This is an optimization exercise on Yosys and OpenROAD, whose aim is a short achievable clock period and few clock cycles, not a production implementation. Function was checked by simulation only, so behaviour that the tests miss may differ from the original.

==> flow/design.v (excerpt) <==
module PCPU (
    input clk,
    input rst,
    input [31:0] Data_in,
    input [31:0] inst_in,
    output [3:0] MemRW_out,
    output [31:0] PC_out_IF,
    output [31:0] Data_to_Mem,
    output [31:0] Addr_out
);
    reg [31:0] pc;           
    reg        e_sq;         
    reg        e_pt;         
    reg        e_rf;         
    reg        np;           
    reg        e_auipc0;     
    reg [31:0] e_a, e_b, e_s, e_imm, e_pc, e_pc4;    
    reg [4:0]  e_rd;
    reg        e_lb, e_lh, e_lbu, e_lhu;
    reg        e_wen, e_load, e_sb, e_sh, e_sw, e_jal, e_jalr;
    reg        r_j, r_eq, r_ne, r_lt, r_ge, r_ltu, r_geu;
    reg        fa_m, fb_m, fs_m;    
    reg        c_ab, c_mb, c_am, c_mm;  
    reg        s_add, s_sub, s_sll, s_slt, s_sltu, s_xor, s_srl, s_sra;
    reg        s_or, s_and, s_lui, s_auipc, s_link;
    reg [31:0] m_res, m_sd;
    reg [31:0] m_addr;    
    reg [3:0]  m_be;
    reg [4:0]  m_rd;
    reg        m_wen, m_load, m_lb, m_lh, m_lbu, m_lhu;
    reg [31:0] w_val;
    reg [4:0]  w_rd;
    reg        w_wen;
    wire [31:0] rf [0:31];
    assign rf[0] = 32'b0;
    genvar g;
    generate
        for (g = 1; g < 32; g = g + 1) begin : gen_reg
            reg [31:0] r;
            always @(posedge clk or posedge rst) begin
                if (rst) r <= 32'b0;
                else if (w_wen && w_rd == g) r <= w_val;
            end
            assign rf[g] = r;
        end
    endgenerate
    wire [31:0] fpc = pc;
    wire [31:0] fpc4 = fpc + 32'd4;
    assign PC_out_IF = fpc;
    wire [31:0] ins = inst_in;
    wire [4:0]  opc = ins[6:2];
    wire [2:0]  f3  = ins[14:12];
    wire [4:0]  rd  = ins[11:7];
    wire [4:0]  rs1 = ins[19:15];
  ...
For scale: roughly 8500 cells after synthesis, ~1400 flip-flops, ~170 I/O pins, roughly 0.085 mm^2 of cells after synthesis.
clock: 12.0 ns
lec_check: 0
cap_margin: 20
core_margin: 2
core_utilization: 35
slew_margin: 20
standard.sh (not shown) runs the stock make flow with config.mk's settings and CLKGATE_MAP_FILE= SYNTH_SCRIPT=/design/flow/synth_recipe.tcl, a recipe that flattens the netlist after the stock synthesis.
==> flow/flow/run.sh <==
#!/bin/bash
set -uo pipefail
bash standard.sh SETUP_SLACK_MARGIN=8 finish > standard_make.log 2>&1
The baseline completed without violations.
Testbench counts at the start, summed over its fixed seeds: cycles 27,405.
Change:
--- a/flow/design.v
+++ b/flow/design.v
@@ -137,49 +137,55 @@
     wire [31:0] x_sd = e_sb ? {4{S[7:0]}} : e_sh ? {2{S[15:0]}} : S;
     assign Addr_out = m_addr;
     assign MemRW_out = m_be;
     assign Data_to_Mem = m_sd;
     wire [31:0] dsh = Data_in >> {m_res[1:0], 3'b000};
     wire [31:0] ld = m_lb  ? {{24{dsh[7]}}, dsh[7:0]} :
                      m_lbu ? {24'b0, dsh[7:0]} :
                      m_lh  ? {{16{dsh[15]}}, dsh[15:0]} :
                      m_lhu ? {16'b0, dsh[15:0]} : Data_in;
     wire [31:0] m_val = m_load ? ld : m_res;
     wire [31:0] fd_next = stall ? pc : {fpc4[31:10], ptaken ? ptgt : fpc4[9:0]};
-    wire [31:0] rs1v = a_hit_m ? m_val : a_hit_w ? w_val : rf[rs1];
-    wire [31:0] rs2v = b_hit_m ? m_val : b_hit_w ? w_val : rf[rs2];
+    wire        a_rf  = ~a_hit_m & ~a_hit_w;
+    wire        s_rf  = ~b_hit_m & ~b_hit_w;
+    wire        b_rf  = ~d_bimm & s_rf;
+    wire [31:0] a_byp = a_hit_m ? m_val : w_val;
+    wire [31:0] s_byp = b_hit_m ? m_val : w_val;
+    wire [31:0] b_byp = d_bimm ? d_imm : s_byp;
+    wire [31:0] rf1 = rf[rs1];
+    wire [31:0] rf2 = rf[rs2];
     always @(posedge clk or posedge rst) begin
         if (rst) begin
             pc <= 32'b0;
             e_sq <= 1'b1;
             np <= 1'b0;
         end else begin
             np <= stall ? np : e_v & e_rf;
             pc <= taken ? npc : fd_next;
             e_sq <= taken | stall;
         end
     end
     always @(posedge clk or posedge rst) begin
         if (rst) begin
             e_a <= 0; e_b <= 0; e_imm <= 0; e_pc <= 0; e_pc4 <= 0; e_rd <= 0; e_pt <= 0; e_rf <= 0; e_auipc0 <= 0;
             e_lb <= 0; e_lh <= 0; e_lbu <= 0; e_lhu <= 0;
             e_wen <= 0; e_load <= 0; e_sb <= 0; e_sh <= 0; e_sw <= 0; e_jal <= 0; e_jalr <= 0;
             r_j <= 0; r_eq <= 0; r_ne <= 0; r_lt <= 0; r_ge <= 0; r_ltu <= 0; r_geu <= 0;
             fa_m <= 0; fb_m <= 0; fs_m <= 0; e_s <= 0;
             c_ab <= 0; c_mb <= 0; c_am <= 0; c_mm <= 0;
             s_add <= 0; s_sub <= 0; s_sll <= 0; s_slt <= 0; s_sltu <= 0; s_xor <= 0;
             s_srl <= 0; s_sra <= 0; s_or <= 0; s_and <= 0; s_lui <= 0; s_auipc <= 0; s_link <= 0;
         end else begin
-            e_a <= rs1v;
-            e_b <= d_bimm ? d_imm : rs2v;
-            e_s <= rs2v;
+            e_a <= a_rf ? rf1 : a_byp;
+            e_b <= b_rf ? rf2 : b_byp;
+            e_s <= s_rf ? rf2 : s_byp;
             e_imm <= d_imm;
             e_pc <= fpc;
             e_pc4 <= fpc4;
             e_rd <= rd;
             e_pt <= ptaken;
             e_rf <= ptaken & t_bad;
             e_auipc0 <= d_auipc & d_wen & (ins[31:12] == 20'b0);
             e_lb  <= f3 == 3'd0;
             e_lh  <= f3 == 3'd1;
             e_lbu <= f3 == 3'd4;
             e_lhu <= f3 == 3'd5;
=>
- The new run went through all stages and came out clean
- clock-buffer cell count decreases by 11
- global-route usage climbs by 1.8 points
- hold slack gains 0.023 ns
- wire length rises by about 2.6%
- final cell count hardly moves
- die area stays flat
- first-iteration DRC count went up by 8.3%
Testbench counts after the change, summed over its fixed seeds: cycles 27,405.

==> static timing again, ports no longer ideal <==
Ports are ideal in the flow. The routed layouts listed here were re-timed in OpenROAD. Step 1 (the two cells are an assumption about what drives the block):
set clk [get_ports {clk}]
set_driving_cell -lib_cell sky130_fd_sc_hd__clkbuf_16 $clk
set_driving_cell -lib_cell sky130_fd_sc_hd__buf_2 [delete_from_list [all_inputs] $clk]
Step 2 moves the port delays by t, midway between the first and last clock arrival at a register: inputs arrive t later, outputs are due t later. That takes back most of the time a late clock gives input paths. Three values: ideal ports, drivers, drivers and shift; two values: the first two.
run | shift t [ns] | slack for setup (ns) | hold slack, ns | latest minus earliest clock arrival (ns) | worst register clock-pin slew, ns
the first run | 0.947 | 7.350 / 7.414 / 6.468 | 0.418 / 0.418 / 0.418 | 0.072 / 0.071 | 0.07 / 0.07
the second run | 0.921 | 7.370 / 7.402 / 6.481 | 0.441 / 0.441 / 0.441 | 0.096 / 0.096 | 0.08 / 0.08
After both steps every run listed still meets setup and hold. The setup slack of the second run, which loses most, moves by +0.032 ns with the drivers and by -0.889 ns with both steps.
